This design comes from an exercise in tuning for small area on the open sky130 flow, not from production work. The RTL was checked by simulation tests, not by an equivalence proof against the original design. Power figures rest on the tool's default switching activity, not on a simulated workload.

==> design/flow/run.sh <==
#!/bin/bash
# synth_recipe.tcl (not shown) runs the flow's synth.tcl, then flattens the netlist and writes it again
# the make line also repeats each setting of config.mk as NAME=value (left out here)
make -C /OpenROAD-flow-scripts/flow DESIGN_CONFIG=/design/flow/config.mk WORK_HOME=/design/flow/orfs CLKGATE_MAP_FILE= SYNTH_SCRIPT=/design/flow/synth_recipe.tcl finish
==> design/flow/config.mk <==
export PLATFORM = sky130hd
export DESIGN_NAME = BinaryCalculatorTop
export DESIGN_NICKNAME = BinaryCalculatorTop
export VERILOG_FILES = /design/flow/design.v
export SDC_FILE = /design/flow/constraint.sdc
export NUM_CORES = 4
export LEC_CHECK = 0
export CAP_MARGIN = 20
export CORE_MARGIN = 2
export CORE_UTILIZATION = 40
export SLEW_MARGIN = 20
==> design/flow/constraint.sdc <==
create_clock -name core_clock -period 15.0 [get_ports {Clk}]
set_input_delay 3.0000 -clock core_clock [delete_from_list [all_inputs] [get_ports {Clk}]]
set_output_delay 3.0000 -clock core_clock [all_outputs]
set_load 0.01 [all_outputs]
==> design/flow/design.v <==
module m_alu(A, B, ALU_Sel, ALU_Out, Flag);
  input [7:0] A,B;   
  input [3:0] ALU_Sel; 
  output [7:0] ALU_Out;  
  output  reg [3:0] Flag;  
	reg [7:0] ALU_Result;
	reg [8:0] tmp;
    assign ALU_Out = ALU_Result;  
    always @(*)
    begin
        Flag = 4'h0;
        tmp = 9'h0;
        case(ALU_Sel)
        4'b0000:  
          begin
          if((A+B)>8'hff) begin
              ALU_Result = 8'h0;
              Flag[1]=1;
            end
            else begin
              ALU_Result = A + B;
              Flag[1]= 0;
            end
          end 
        4'b0001:  
          begin
            if(A<B) begin
              ALU_Result = 8'h0;
              Flag[3] = 1;  
            end
            else begin
              ALU_Result = A - B ; 
              Flag[3] = 0;
            end
          end
        4'b0010:  
          begin
            if((A>8'hf) && (B>8'hf)) begin
              ALU_Result = 8'h0;
              Flag[2]=1;
            end
            else begin
              ALU_Result = A * B;
              Flag[2]=0;
            end
          end
        4'b0011:  
          begin
            if(A<B || B==8'h0) begin
            ALU_Result = 8'h0;
              Flag[3] = 1;  
            end
            else begin
              ALU_Result = A / B;
              Flag[3] = 0;  
            end
          end
        4'b0100:  
          begin
             ALU_Result = A << B; 
             tmp = {1'b0,A} + {1'b0,B};
             Flag[1] = tmp[8];  
          end
         4'b0101:  
           begin
             tmp = {A,1'b0};
             tmp = tmp >> B;
             ALU_Result = tmp[8:1];
             Flag[1] = tmp[0];
           end
         4'b0110:  
           ALU_Result = A & B;
         4'b0111:  
           ALU_Result = A | B;
          4'b1000:  
           ALU_Result = A ^ B;
          4'b1001:  
            ALU_Result = ~(A ^ B);
          4'b1010:  
            ALU_Result = ~(A & B);
          4'b1011:  
           ALU_Result = ~(A | B);
          4'b1100,4'b1101,4'b1110,4'b1111: 
            begin
            ALU_Result = 8'h0 ; Flag = 4'h0;
            end
          default: begin ALU_Result = 8'h0 ; Flag = 4'h0; end
        endcase
      if (ALU_Result == 8'h0)
          Flag[0]=1;  
      else
        Flag[0]=0;
    end
endmodule
module DFlipFlop(input Clk,
                 input Reset,
                 input D,
                 output Out);
    reg OutTmp;
    assign Out = OutTmp;
    always @(posedge Clk, posedge Reset)begin
        if(Reset) begin
            OutTmp <= 1'b0;
        end else begin
            OutTmp <= D;
        end
    end
endmodule
module DecodificatorKey(input Clk,
                        input Reset,
                        input ValidCmd,
                        input InputKey,
                        output Active,  
                        output Mode);
    wire CurrentS0;
    wire CurrentS1;
    wire CurrentS2;
    wire NextS0;
    wire NextS1;
    wire NextS2;
    assign NextS2 = CurrentS1 & (!InputKey & ValidCmd & !CurrentS2 & CurrentS0 | CurrentS2 & !CurrentS0) | 
                    CurrentS2 & !CurrentS1 & (CurrentS0 | ValidCmd); 
    assign NextS1 = ValidCmd & !CurrentS1 & 
                    (!InputKey & !CurrentS2 & CurrentS0 | InputKey & CurrentS2 & !CurrentS0) |
                    CurrentS1 & !CurrentS0 & 
                    (InputKey & ValidCmd | CurrentS2);
    assign NextS0 = InputKey & ValidCmd & !CurrentS2 & !CurrentS0 | 
                    CurrentS2 & !CurrentS1  & (CurrentS0 | !InputKey & ValidCmd);
    DFlipFlop DFlipFlop_CurrentS0(.Clk(Clk),
                                  .Reset(Reset),
                                  .D(NextS0),
                                  .Out(CurrentS0));
    DFlipFlop DFlipFlop_CurrentS1(.Clk(Clk),
                                  .Reset(Reset),
                                  .D(NextS1),
                                  .Out(CurrentS1));
    DFlipFlop DFlipFlop_CurrentS2(.Clk(Clk),
                                  .Reset(Reset),
                                  .D(NextS2),
                                  .Out(CurrentS2));
    assign Mode = CurrentS2 & CurrentS1 & !CurrentS0;
    assign Active = (CurrentS2 & CurrentS1 & !CurrentS0) |
                    (CurrentS2 & !CurrentS1 & CurrentS0);
endmodule
module Control_RW_Flow(input Clk,
                       input Reset,
                       input RW,
                       input ValidCmd,
                       input TransferDone,
                       input Active,
                       input Mode,
                       output reg AccessMem,
                       output reg RWMem,
                       output reg SampleData,
                       output reg TransferData,
                       output reg Busy);
    localparam IDLE                 = 3'b000;
    localparam READ_MEMORY          = 3'b001;
    localparam SAMPLE_DATA          = 3'b010;
    localparam TRANFER_DATA         = 3'b011;  
    localparam WRITE_MEMORY         = 3'b100;
    reg [2:0] ControllerCurrentState;
    reg [2:0] ControllerNextState;
    always @(ValidCmd, Active, Mode, RW, TransferDone, ControllerCurrentState)begin
        case(ControllerCurrentState)
            IDLE:
              if ( ValidCmd && !RW && Active && Mode && !TransferDone)begin
                    ControllerNextState = READ_MEMORY;
                end else if( ValidCmd && RW && Active && Mode) begin
                    ControllerNextState = WRITE_MEMORY;
                end else if ( ValidCmd && Active && !Mode && !TransferDone ) begin
                    ControllerNextState = SAMPLE_DATA;
                end else begin
                    ControllerNextState = IDLE;
                end
            READ_MEMORY:
                if ( Active && Mode && !TransferDone) begin
                    ControllerNextState = SAMPLE_DATA;
                end else begin
                    ControllerNextState = IDLE;
                end
            WRITE_MEMORY:
                if(ValidCmd && RW && Active && Mode) begin
                    ControllerNextState = WRITE_MEMORY;
                end else begin
                    ControllerNextState = IDLE;
                end
            SAMPLE_DATA:
                if( Active && !TransferDone) begin
                    ControllerNextState = TRANFER_DATA;
                end else begin
                    ControllerNextState = SAMPLE_DATA;
                end
            TRANFER_DATA: 
                if(Active && !TransferDone) begin
                    ControllerNextState = TRANFER_DATA;
                end else if (Active && TransferDone)begin
                    ControllerNextState = IDLE;
                end else begin
                    ControllerNextState = IDLE;
                end
            default: ControllerNextState = IDLE;
        endcase
    end
    always @(posedge Clk, posedge Reset)begin
        if(Reset)begin
            ControllerCurrentState <= IDLE;
        end else begin
            ControllerCurrentState <= ControllerNextState;
        end
    end
    always @(ControllerCurrentState)begin
        AccessMem    = ControllerCurrentState == READ_MEMORY ||
                       ControllerCurrentState == WRITE_MEMORY      ? 1'b1 : 1'b0;
        RWMem        = ControllerCurrentState == WRITE_MEMORY      ? 1'b1 : 1'b0;
        SampleData   = ControllerCurrentState == SAMPLE_DATA       ? 1'b1 : 1'b0;
        TransferData = ControllerCurrentState == TRANFER_DATA      ? 1'b1 : 1'b0;
        Busy         = ControllerCurrentState != IDLE              ? 1'b1 : 1'b0;
    end
endmodule
module Controller(input Clk,
                  input Reset,
                  input ValidCmd,
                  input RW,
                  input InputKey,
                  input TransferDone,
                  output Busy,
                  output Active,
                  output Mode,
                  output AccessMem,
                  output RWMem,
                  output SampleData,
                  output TransferData);
    DecodificatorKey DecodificatorKeyInst(.Clk(Clk),
                                          .Reset(Reset),
                                          .ValidCmd(ValidCmd),
                                          .InputKey(InputKey),
                                          .Active(Active),
                                          .Mode(Mode));
    Control_RW_Flow Control_RW_FLowInst(.Clk(Clk),
                                        .Reset(Reset),
                                        .RW(RW),
                                        .ValidCmd(ValidCmd),
                                        .TransferDone(TransferDone),
                                        .Busy(Busy),
                                        .Active(Active),
                                        .Mode(Mode),
                                        .AccessMem(AccessMem),
                                        .RWMem(RWMem),
                                        .SampleData(SampleData),
                                        .TransferData(TransferData));
endmodule
module Memory(
    input        Clk,
    input        Reset,
    input [19:0] Din,
    input [4:0]  WAddr,
    input        We,
    input [4:0]  Addr,
    input        Rd,
    output[19:0] Dout,
    output       DValid);
    reg [19:0] Bank [0:31];
    reg [31:0] Valid;
    reg [4:0]  ReadAddr;
    integer i;
    always @(posedge Clk) begin
        if (We) Bank[WAddr] <= Din;
    end
    always @(posedge Clk, posedge Reset) begin
        if (Reset) begin
            Valid    <= 32'b0;
            ReadAddr <= 5'b0;
        end else begin
            if (We) Valid[WAddr] <= 1'b1;
            if (Rd) ReadAddr <= Addr;
        end
    end
    assign Dout   = Bank[ReadAddr];
    assign DValid = Valid[ReadAddr];
endmodule
module SerialTranceiver(
    input Reset,
    input Clk,
    input[31:0] DataIn,  
    input StartTx,
    input TxTick,  
    output TxBusy,
    output reg TxDone,
    output DataOut
);
    reg TransferData;
    reg TransferSerialInProgress;
    reg[4:0] CountDataBits;
    assign TxBusy = TransferSerialInProgress;
    assign DataOut = TransferSerialInProgress & DataIn[CountDataBits];
    always @(posedge Clk, posedge Reset)begin
        if(Reset)begin
            TransferData <= 0;
            TxDone <= 1'b0;
            CountDataBits <= 5'd31;
            TransferSerialInProgress <= 1'b0;
        end else begin
            TxDone <= 1'b0;
            if(StartTx && !TxBusy && !TransferData && !TxDone) begin
                TransferData <= 1'b1;
            end
            if(TxTick)begin
                if(TransferData && !TransferSerialInProgress)begin
                    TransferSerialInProgress <= 1'b1;
                end else if(TransferSerialInProgress && CountDataBits != 5'd0) begin
                    CountDataBits <= CountDataBits - 1'b1;
                end else if(TransferSerialInProgress)begin
                    TransferSerialInProgress <= 0;
                    CountDataBits <= 5'd31;
                    TransferData <= 1'b0;
                    TxDone <= 1'b1;
                end
            end
        end
    end
endmodule
module FrequencyDivider(
    input Reset,
    input Clk,
    input[31:0] Din,
    input ConfigDiv,
    input Enable,
    output ClkOutput,
    output TxTick  
);
    reg[30:0] Half;
    reg       Odd;
    reg[30:0] Count;
    reg       High;
    reg       Extra;
    wire Upper0 = (Count[30:1] == 30'd0);
    wire IsOne  = Upper0 & Count[0];
    wire IsZero = Upper0 & !Count[0];
    assign ClkOutput = Enable & (IsZero | High);
    assign TxTick    = Enable & (IsZero | (!High & IsOne & !Extra));
    wire      Load     = ConfigDiv && !Enable;
    wire[30:0] HalfNext = Load ? Din[31:1] : Half;
    always @(posedge Clk, posedge Reset)begin
        if(Reset)begin
            Half <= 31'd0;
            Odd  <= 1'b1;
        end else begin
            Half <= HalfNext;
            if (Load) Odd <= Din[0];
        end
    end
    always @(posedge Clk)begin
        if (!Enable) begin
            Count <= HalfNext;
            High  <= 1'b1;
        end else if (IsOne) begin
            if (High) begin
                High  <= 1'b0;
                Count <= Half;
                Extra <= Odd;
            end else if (Extra) begin
                Extra <= 1'b0;
            end else begin
                High  <= 1'b1;
                Count <= Half;
            end
        end else if (!IsZero) begin
            Count <= Count - 1'b1;
        end
    end
endmodule
module BinaryCalculatorTop(
    input Clk,
    input Reset,
    input ConfigDiv,
    input[31:0] Din,
    input ValidCmd,
    input InputKey,
    input RWMem,
    input[7:0] Addr,
    input[3:0] Sel,
    input[7:0] InA,
    input[7:0] InB,
    output CalcActive,
    output CalcMode,
    output CalcBusy,
    output DoutValid,
    output DataOut,
    output ClkTx);
    wire CtrlRWTmp;
    wire CtrlModeTmp;
    wire CtrlActiveTmp;
    wire CtrlBusyTmp;
    wire CtrlAccesMemTmp;
    wire CtrlRWMemTmp;
    wire CtrlSampleDataTmp;
    wire CtrlTransferDataTmp;
    wire[19:0] MemoryDoutTmp;
    wire MemoryValidTmp;
    wire[7:0] AluOutTmp;
    wire[3:0] AluFlagsTmp;
    wire[31:0] TxDinTmp;
    wire TxTransferDone;
    wire TxTickTmp;
    assign CtrlRWTmp = RWMem & CtrlActiveTmp;
    assign CalcActive = CtrlActiveTmp;
    assign CalcMode   = CtrlModeTmp;
    assign CalcBusy   = CtrlBusyTmp;
    Controller Controller_inst(.Clk(Clk),
                               .Reset(Reset),
                               .ValidCmd(ValidCmd),
                               .RW(CtrlRWTmp),
                               .InputKey(InputKey),
                               .TransferDone(TxTransferDone),
                               .Busy(CtrlBusyTmp),
                               .Active(CtrlActiveTmp),
                               .Mode(CtrlModeTmp),
                               .AccessMem(CtrlAccesMemTmp),
                               .RWMem(CtrlRWMemTmp),
                               .SampleData(CtrlSampleDataTmp),
                               .TransferData(CtrlTransferDataTmp));
    wire MemWe = (CtrlAccesMemTmp & CtrlRWMemTmp) |
                 (CtrlSampleDataTmp & !CtrlModeTmp & !DoutValid);
    Memory Memory_inst(.Clk(Clk),
                       .Reset(Reset),
                       .Din({Sel, InB, InA}),
                       .WAddr(Addr[4:0] & {5{CtrlModeTmp}}),
                       .We(MemWe),
                       .Addr(Addr[4:0]),
                       .Rd(CtrlAccesMemTmp & !CtrlRWMemTmp),
                       .Dout(MemoryDoutTmp),
                       .DValid(MemoryValidTmp));
    m_alu Alu_inst(.A(MemoryDoutTmp[7:0]),
                   .B(MemoryDoutTmp[15:8]),
                   .ALU_Sel(MemoryDoutTmp[19:16]),
                   .ALU_Out(AluOutTmp),
                   .Flag(AluFlagsTmp));
    assign TxDinTmp = {32{MemoryValidTmp}} &
                      {AluFlagsTmp, MemoryDoutTmp[19:16], AluOutTmp, MemoryDoutTmp[15:0]};
    SerialTranceiver Registru_Shift_ParalelLoad_inst(.Clk(Clk),
                                                   .Reset(Reset),
                                                   .DataIn(TxDinTmp),
                                                   .StartTx(CtrlTransferDataTmp),
                                                   .TxTick(TxTickTmp),
                                                   .TxBusy(DoutValid),
                                                   .TxDone(TxTransferDone),
                                                   .DataOut(DataOut));
    FrequencyDivider FrequencyDivider_inst(.Reset(Reset),
                                         .Clk(Clk),
                                         .Din(Din),
                                         .ConfigDiv(ConfigDiv),
                                         .Enable(CalcActive),
                                         .ClkOutput(ClkTx),
                                         .TxTick(TxTickTmp));
endmodule
==> notes.md <==
-- how the worst min path moves through the flow --
stage,slack [ps],start,to
global placement,450,Memory_inst.Valid[22]$_DFFE_PP0P_,Memory_inst.Valid[22]$_DFFE_PP0P_
CTS,470,Memory_inst.Valid[2]$_DFFE_PP0P_,Memory_inst.Valid[2]$_DFFE_PP0P_
finish,470,Memory_inst.Valid[2]$_DFFE_PP0P_,Memory_inst.Valid[2]$_DFFE_PP0P_
floorplan,430,Memory_inst.Valid[0]$_DFFE_PP0P_,Memory_inst.Valid[0]$_DFFE_PP0P_
global route,480,Memory_inst.Valid[23]$_DFFE_PP0P_,Memory_inst.Valid[23]$_DFFE_PP0P_
detailed placement,460,Memory_inst.Valid[30]$_DFFE_PP0P_,Memory_inst.Valid[30]$_DFFE_PP0P_
-- cell families after synthesis --
group / after synthesis / synth area share, %
compound gates: 470 / 8.80
xor+xnor: 62 / 1.61
fa+ha+maj: 100 / 3.81
buf+inv: 201 / 2.99
flops: 756 / 62.8
mux: 409 / 12.7
simple gates: 561 / 7.31
-- metal layers --
metal / GRT usage (%) / part of all wire, % / vias up
met4: 6.60 / 2.7 / 2
met5: 0 / 0.013 / -
met1: 29.0 / 44 / 11600
li1: - / - / 10300
met3: 2.59 / 4.6 / 161
met2: 35.9 / 49 / 666
-- power groups by stage --
stage / combinational, mW / clock [mW] / sequential (mW)
floorplan: 0.657 / 0 / 2.38
CTS: 1.06 / 1.96 / 2.35
detailed placement: 1.01 / 0 / 2.39
finish: 1.08 / 1.93 / 2.35
global placement: 0.993 / 0 / 2.39
global route: 1.19 / 2.04 / 2.35
-- stage by stage --
step,power [mW],TNS (ps)
3_5_place_dp,3.40,-1350
6_report,5.36,-958
3_3_place_gp,3.38,-1230
2_1_floorplan,3.04,-231
5_1_grt,5.58,-1580
4_1_cts,5.37,-915
-- synthesized netlist by cell type, types with 10 or more instances --
master    number
a21o_1        11
a21oi_1      143
a22o_1        19
a22oi_1       91
a31oi_1       10
and4_1        11
buf_2         31
buf_4         11
buf_6         20
clkbuf_1      58
dfrtp_1       77
edfxtp_1     672
fa_1          14
ha_1          85
inv_1         63
mux2_2        63
mux2i_1      319
mux4_2        26
nand2_1      165
nand2b_1      14
nand3_1       63
nor2_1       171
nor2b_1       16
nor3_1        49
nor4_1        18
o211ai_1      15
o21a_1        20
o21ai_0       53
o21bai_1      36
o22ai_1       20
xnor2_1       45
xor2_1        15
-- timing repair --
action                     in CTS  in global routing
gates cloned                    4                  0
buffers inserted               27                  5
resized for setup              45                 11
setup endpoints to repair       1                  1
pin swaps                      32                 14
-- registers in the layout, summed over array words and instances, names as in the netlist, 3 cells and up, named ones only --
name and flops:
FrequencyDivider_inst.Count 31, Memory_inst.Valid 32, FrequencyDivider_inst.Half 31, Memory_inst.ReadAddr 5
Memory_inst.Bank 640, Registru_Shift_ParalelLoad_inst.CountDataBits 5, Controller_inst.Control_RW_FLowInst.ControllerCurrentState 3
-- cell type report --
class                      count  area (um^2)  share of cell area (%)
clock inverter                49          497                    1.19
multi-input combinational   1602        12500                    29.9
antenna                        1         2.50                 0.00597
sequential                   756        22300                    53.2
inverter                      66          249                   0.594
tap                         1165         1460                    3.48
timing repair buffer         300         2800                    6.68
clock buffer                 100         2090                    4.98
==> summary.md <==
| Metric | Value |
|---|---|
| Crit path from | `Memory_inst.ReadAddr[1]$_DFFE_PP0P_` |
| IO Pins | `72` |
| Die width | `302 um` |
| Most frequent cells in the layout | `edfxtp_1 (672), mux2i_1 (313), buf_4 (200)` |
| Peak VDD IR | `0.121 mV` |
| Seq cells post-synth | `between 700 and 800` |
| Drt first-iter violations | `1830` |
| CP peak stage delay | `~570 ps` |
| Count of final setup violators | `1` |
| Core Box Area | `0.0881 mm^2` |
| Period utilization | `106%` |
| Logic pwr share | `20.1%` |
| Status | `failed layout checks` |
| Final WL | `roughly 98000 um` |
| CTS tree | `yes` |
| Most used flip-flop cell after synthesis | `edfxtp_1` |
| Power Density | `128 mW/mm^2` |
| Post-placement worst setup slack | `-1350 ps` |
| Static leakage | `14.3 nW` |
| Worst path required time | `12000 ps` |
| Layout Nets | `2971` |
| Failing Checks | `setup timing` |
| Register share of total power | `43.8%` |
| Crit Path Category | `reg -> out` |
| Largest net degree at the start of global routing | `84` |
| PnR worst setup slack | `-958 ps` |
| Detailed-router iteration count before antenna repair | `5` |
| Vias | `~23000` |
| Fin crit period | `15960 ps` |
| Syn nets | `approximately 2700` |
| Critical path arrival | `12960 ps` |
| Max-cap viol count | `0` |
| CTS H-tree depth | `3` |
| Slew headroom | `27.7%` |
| CTS Buf Count | `80` |
| Die height | `302 um` |
| Syn avg cell area | `13.9 um^2` |
| Top cell type's share of synthesized area | `56.9%` |
| Placed cell count | `3852` |
| Gp weighted congestion | `a little over 0.9` |
| Cell mode on critical path | `o21a_1` |
| Clk buf depth | `3` |
| Reg2Reg Depth | `10` |
| Vias in the first global route | `22700` |
| Via density | `5.61` |
| Async S/R FF share, synth | `between 10% and 20%` |
| Hold-critical path depth | `1` |
| Post-Layout Cell Count | `a little over 4000` |
| Die ar. | `0.0911 mm^2` |
| Total track usage | `about a fifth` |
| Critical path buffer and inverter count | `7` |
| Crit path max-delay cell type | `dfrtp_4` |
| Post-synth EDFFs | `about 670` |
| Psw | `~1.5 mW` |
| Post-DP HPWL | `60000 um` |
| Cell area after layout | `~0.042 mm^2` |
| Synthesis-to-finish area growth | `18.0%` |
| Synthesis Warnings | `6` |
| Synthesized area | `0.0355 mm^2` |
| Fin. Hold Viols | `0` |
| Cell count along the critical path | `70` |
| Hold_buf cts | `0` |
| Synth area leaders | `edfxtp_1 (57%), mux2i_1 (9.0%), dfrtp_1 (5.4%)` |
| Worst Setup End Kind | `primary output` |
| Crit Path Max Fanout | `7` |
| HP Class | `reg -> reg` |
| Post-synthesis sequential area ratio | `62.8%` |
| Yosys cell types | `84` |
| Unrepaired setup endpoints after global routing | `true` |
| Post-route ant nets | `0` |
| Commonest non-fill, non-tap cell in the layout | `edfxtp_1` |
| Worst-case hold slack | `467 ps` |
| Cell family with most CP delay | `compound AO/OA/AOI/OAI gates` |
| First-pass GRT wire length | `145000 um` |
| Switching Fraction | `27.2%` |
| RR Endpoint | `Registru_Shift_ParalelLoad_inst.CountDataBits[4]$_DFFE_PP1P_` |
| Filler cells | `7722` |
| Clock slew at reported path FFs | `60 ps` |
| Clk pwr share | `36.1%` |
| Reg-to-reg setup timing slack | `11010 ps` |
| Clock skew | `35.2 ps` |
| Max Fclk | `62.7 MHz` |
| Int Pwr | `about 3.9 mW` |
| End-of-flow core utilization | `47.5%` |
| Remaining Overflow, GRT | `0` |
| Layout cells sized above 1 | `between 10% and 20%` |
| Worst-Skew Late Latency | `640 ps` |
| Clock Sink Count | `roughly 760` |
| WL per Instance | `24.2 um` |
| Cell Area, Placed | `0.0387 mm^2` |
| Initial antenna violation count | `3` |
| Row count | `approximately 110` |
| Synth area leader | `edfxtp_1` |
| Critical R2R Launch | `FrequencyDivider_inst.Count[17]$_DFFE_PP_` |
| Starting density of the core | `40.3%` |
| DRC viols | `0` |
| Worst setup SP type | `flip-flop` |
| Crit path capture | `DataOut` |
| Clock Tree Root | `clkbuf_16` |
| I/O Buffers | `68` |
| Max Transition Viols Final | `0` |
| Worst Max-Slew Pin Slew | `approximately 1100 ps` |
| Syn Inst Count | `roughly 2600` |

## afterwards: timing with drivers on the ports
In the flow no input, the clock included, has a driving cell. The finished layout below was timed again as built, in two steps.
Step 1, drivers: a clkbuf_16 drives Clk and a buf_2 each remaining input, both assumed.
Step 2 moves the port delays by t, midway between the first and last clock arrival at a register: inputs arrive t later, outputs are due t later. That takes back most of the time a late clock gives input paths.
a / b / c = ideal / step 1 / step 2; a / b = the first two.
t, ns: 0.704
slack for setup (ns): -0.958 / -1.022 / -0.318
hold slack, ns: 0.467 / 0.467 / 0.467
worst setup path at the end: register to output
worst data-port slew with drivers (ns): 0.11
For this run, drivers alone change the setup slack by -0.064 ns; drivers and shift together by +0.640 ns.
